Background: an optimization exercise with open tools, aiming at small area. Do not read the settings as production practice. Only simulation tests tie the RTL to the original design; equivalence was not proved. Power figures rest on the tool's default switching activity, not on a simulated workload.

## ES_top
module ES_top(
    input wire clk_t,
    input wire clr_t,
    input wire [7:0] sw_t,
    input wire [1:0] dip_t,
    input wire [9:0] ad_data_t,
    output wire clk_1kHz_t,
    output wire [7:0] seg_left_t,
    output wire [7:0] seg_right_t,
    output wire [3:0] an_left_t,
    output wire [3:0] an_right_t,
    output wire [13:0] dac_sum_t,
    input wire btn_up_t,
    input wire btn_down_t,
    input wire [1:0] waveform_sel_t,
    input wire mode_sel_t
    );
Size in the first run: roughly 1500 cells after synthesis, roughly 150 flip-flops, roughly 11000 um^2 of cells after synthesis.
Settings: LEC_CHECK=0, ABC_AREA=1, CAP_MARGIN=20, CORE_MARGIN=2, CORE_UTILIZATION=60, GPL_TIMING_DRIVEN=0, SLEW_MARGIN=20; clock period 300.0 ns.
standard.sh (not shown) runs the stock make flow with config.mk's settings and CLKGATE_MAP_FILE= SYNTH_SCRIPT=/design/flow/synth_recipe.tcl, a recipe that flattens the netlist after the stock synthesis.
==> flow/flow/run.sh <==
#!/bin/bash
# Own layout flow: the standard layout (standard.sh, all steps) with
# these changes:
#  - synthesis: the standard flow's synthesis script, but ABC runs an area-oriented
#    script (flow/synth.tcl, flow/abc.script: &deepsyn, then amap) with no
#    delay target, and Yosys's full-adder extraction is off (ADDER_MAP_FILE
#    empty); the registers are the same as the standard synthesis's;
#  - every input and output port is buffered with buf_1;
#  - clock tree: clkbuf_8 buffers, no dummy loads.
# Each tool writes its log under orfs/logs/; make's own output goes to
# flow_make.log in the work folder.
set -euo pipefail
W=$(pwd)
bash "$W/standard.sh" \
  "SYNTH_SCRIPT=$W/flow/synth.tcl" \
  "ADDER_MAP_FILE=" \
  "SYNTH_INSBUF=0" \
  "BUFFER_PORTS_ARGS=-buffer_cell sky130_fd_sc_hd__buf_1" \
  "CTS_ARGS=-sink_clustering_enable -repair_clock_nets -buf_list sky130_fd_sc_hd__clkbuf_8 -dont_use_dummy_load" \
  finish > "$W/flow_make.log" 2>&1
==> flow/flow/abc.script <==
strash
dch
amap -F 4 -A 8
topo
==> flow/flow/synth.tcl <==
# The standard flow's synthesis script (synth_recipe.tcl) with one change: ABC runs the
# area script abc.script (beside this file) and gets no delay target.
proc synth {args} { yosys synth -nofsm -noshare {*}$args }
proc abc {args} {
  set i [lsearch -exact $args -script]
  if {$i >= 0} { set args [lreplace $args $i [expr {$i + 1}] -script $::own_abc_script] }
  set j [lsearch -exact $args -D]
  if {$j >= 0} { set args [lreplace $args $j [expr {$j + 1}]] }
  yosys abc {*}$args
}
set ::own_abc_script [file join [file dirname [file normalize [info script]]] abc.script]
source $::env(SCRIPTS_DIR)/synth.tcl
# left out here: clear keep_hierarchy, flatten, clean up, hide names made inside functions, write 1_2_yosys.v
Then changed:
--- a/flow/flow/run.sh
+++ b/flow/flow/run.sh
@@ -15,6 +15,5 @@
   "SYNTH_SCRIPT=$W/flow/synth.tcl" \
   "ADDER_MAP_FILE=" \
-  "SYNTH_INSBUF=0" \
   "BUFFER_PORTS_ARGS=-buffer_cell sky130_fd_sc_hd__buf_1" \
-  "CTS_ARGS=-sink_clustering_enable -repair_clock_nets -buf_list sky130_fd_sc_hd__clkbuf_8 -dont_use_dummy_load" \
+  "CTS_ARGS=-sink_clustering_enable -repair_clock_nets -root_buf sky130_fd_sc_hd__clkbuf_16 -buf_list sky130_fd_sc_hd__clkbuf_8 -dont_use_dummy_load -sink_buffer_max_cap_derate 2.0" \
   finish > "$W/flow_make.log" 2>&1
- GPL_TIMING_DRIVEN: 0 -> default
What happened: The changed run never finished: it broke off in clock tree synthesis with CTS-0109. Area after synthesis rose slightly. Synthesized cell count rose slightly.
Then changed:
--- a/flow/flow/run.sh
+++ b/flow/flow/run.sh
@@ -16,4 +16,4 @@
   "ADDER_MAP_FILE=" \
   "BUFFER_PORTS_ARGS=-buffer_cell sky130_fd_sc_hd__buf_1" \
-  "CTS_ARGS=-sink_clustering_enable -repair_clock_nets -root_buf sky130_fd_sc_hd__clkbuf_16 -buf_list sky130_fd_sc_hd__clkbuf_8 -dont_use_dummy_load -sink_buffer_max_cap_derate 2.0" \
+  "CTS_ARGS=-repair_clock_nets -buf_list sky130_fd_sc_hd__clkbuf_8 -dont_use_dummy_load" \
   finish > "$W/flow_make.log" 2>&1
Effect: With this change the flow completed without violations. Area after synthesis is unchanged. Synthesized cell count is unchanged.
Then changed:
==> flow/run.sh (new file) <==
#!/bin/bash
# synth_recipe.tcl (not shown) runs the flow's synth.tcl, then flattens the netlist and writes it again
# the make line also repeats each setting of config.mk as NAME=value (left out here)
make -C /OpenROAD-flow-scripts/flow DESIGN_CONFIG=/design/flow/config.mk WORK_HOME=/design/flow/orfs CLKGATE_MAP_FILE= SYNTH_SCRIPT=/design/flow/synth_recipe.tcl finish
- CTS_BUF_LIST: default -> sky130_fd_sc_hd__clkbuf_8
removed: flow/flow/run.sh
removed: flow/flow/abc.script
removed: flow/flow/synth.tcl
removed: flow/standard.sh
Synthesized cell count is lower by 9.9%.
Final area is higher by 15%.
Final cell count is lower by 7.2%.
Clock power is higher by 40%.
Maximum frequency is lower by 1.8%.
Then changed:
==> flow/flow/run.sh (new file) <==
#!/bin/bash
# Own layout flow: the standard layout (standard.sh, all steps) with
# these changes:
#  - synthesis: the standard flow's synthesis script, but ABC runs an area-oriented
#    script (flow/synth.tcl, flow/abc.script: &deepsyn, then amap) with no
#    delay target, and Yosys's full-adder extraction is off (ADDER_MAP_FILE
#    empty); the registers are the same as the standard synthesis's;
#  - every input and output port is buffered with buf_1;
#  - clock tree: clkbuf_8 buffers, no dummy loads.
# Each tool writes its log under orfs/logs/; make's own output goes to
# flow_make.log in the work folder.
set -euo pipefail
W=$(pwd)
bash "$W/standard.sh" \
  "SYNTH_SCRIPT=$W/flow/synth.tcl" \
  "ADDER_MAP_FILE=" \
  "BUFFER_PORTS_ARGS=-buffer_cell sky130_fd_sc_hd__buf_1" \
  "CTS_ARGS=-sink_clustering_enable -repair_clock_nets -buf_list sky130_fd_sc_hd__clkbuf_8 -dont_use_dummy_load" \
  finish > "$W/flow_make.log" 2>&1
==> flow/flow/abc.script (new file) <==
strash
&get -n
&deepsyn -S 1 -T 120
&put
dch
amap -F 4 -A 8
strash
&get -n
&deepsyn -T 60 -S 3
&put
dch
amap -F 4 -A 8
topo
==> flow/flow/synth.tcl (new file) <==
# The standard flow's synthesis script (synth_recipe.tcl) with one change: ABC runs the
# area script abc.script (beside this file) and gets no delay target.
proc synth {args} { yosys synth -nofsm -noshare {*}$args }
proc abc {args} {
  set i [lsearch -exact $args -script]
  if {$i >= 0} { set args [lreplace $args $i [expr {$i + 1}] -script $::own_abc_script] }
  set j [lsearch -exact $args -D]
  if {$j >= 0} { set args [lreplace $args $j [expr {$j + 1}]] }
  yosys abc {*}$args
}
set ::own_abc_script [file join [file dirname [file normalize [info script]]] abc.script]
source $::env(SCRIPTS_DIR)/synth.tcl
# left out here: clear keep_hierarchy, flatten, clean up, hide names made inside functions, write 1_2_yosys.v
==> flow/standard.sh (new file) <==
#!/bin/bash
# synth_recipe.tcl (not shown) runs the flow's synth.tcl, then flattens the netlist and writes it again
# the make line also repeats each setting of config.mk as NAME=value (left out here)
make -C /OpenROAD-flow-scripts/flow DESIGN_CONFIG=/design/flow/config.mk WORK_HOME=/design/flow/orfs CLKGATE_MAP_FILE= SYNTH_SCRIPT=/design/flow/synth_recipe.tcl "${@:-finish}"
- CTS_BUF_LIST: sky130_fd_sc_hd__clkbuf_8 -> default
removed: flow/run.sh
Worst hold slack is about the same; worst setup slack gets better by 5600 ps; clock-buffer cell count does not change; critical path depth decreases by 12; design area decreases by 17%; die area decreases by 15%; total power decreases by 26%.
Then changed:
==> flow/flow/abc.script (replaced) <==
strash
dch
amap -F 4 -A 8
topo
- CORE_UTILIZATION: 60 -> 75
- PLACE_DENSITY: default -> 0.8
Critical path depth rose by 13.
Design area climbs by 4.5%.
Flip-flop and latch count is unchanged.
Sequential share of layout area fell by 1.5 points.
Cell count goes up by 4.3%.
Total power is higher by 5.3%.
Non-clock buffer count went up by 1.
Die area came out lower by 15%.
Global-route usage climbs by 8.8 points.

## what the ideal ports hide
How much do the figures lean on ideal ports? The routed layouts below were timed once more, with nothing changed but the port constraints. Step 1, drivers: a clkbuf_16 drives clk_t and a buf_2 each remaining input, both assumed. Step 2 moves the port delays by t, midway between the first and last clock arrival at a register: inputs arrive t later, outputs are due t later. That takes back most of the time a late clock gives input paths. a / b / c = no drivers / after step 1 / after step 2; a / b = the first two.
run	t, ns	slack for setup (ns)	latest minus earliest clock arrival (ns)
the first run	0.482	166.172 / 166.140 / 166.140	0.040 / 0.040
the third run	0.476	166.994 / 166.971 / 166.971	0.038 / 0.038
the fourth run	0.500	164.623 / 164.601 / 164.601	0.017 / 0.017
the fifth run	0.483	170.260 / 170.198 / 170.198	0.031 / 0.031
the sixth run	0.493	166.864 / 166.841 / 166.841	0.026 / 0.026
After both steps every run listed still meets setup and hold. The setup slack of the fifth run, which loses most, moves by -0.062 ns with the drivers and by -0.062 ns with both steps.
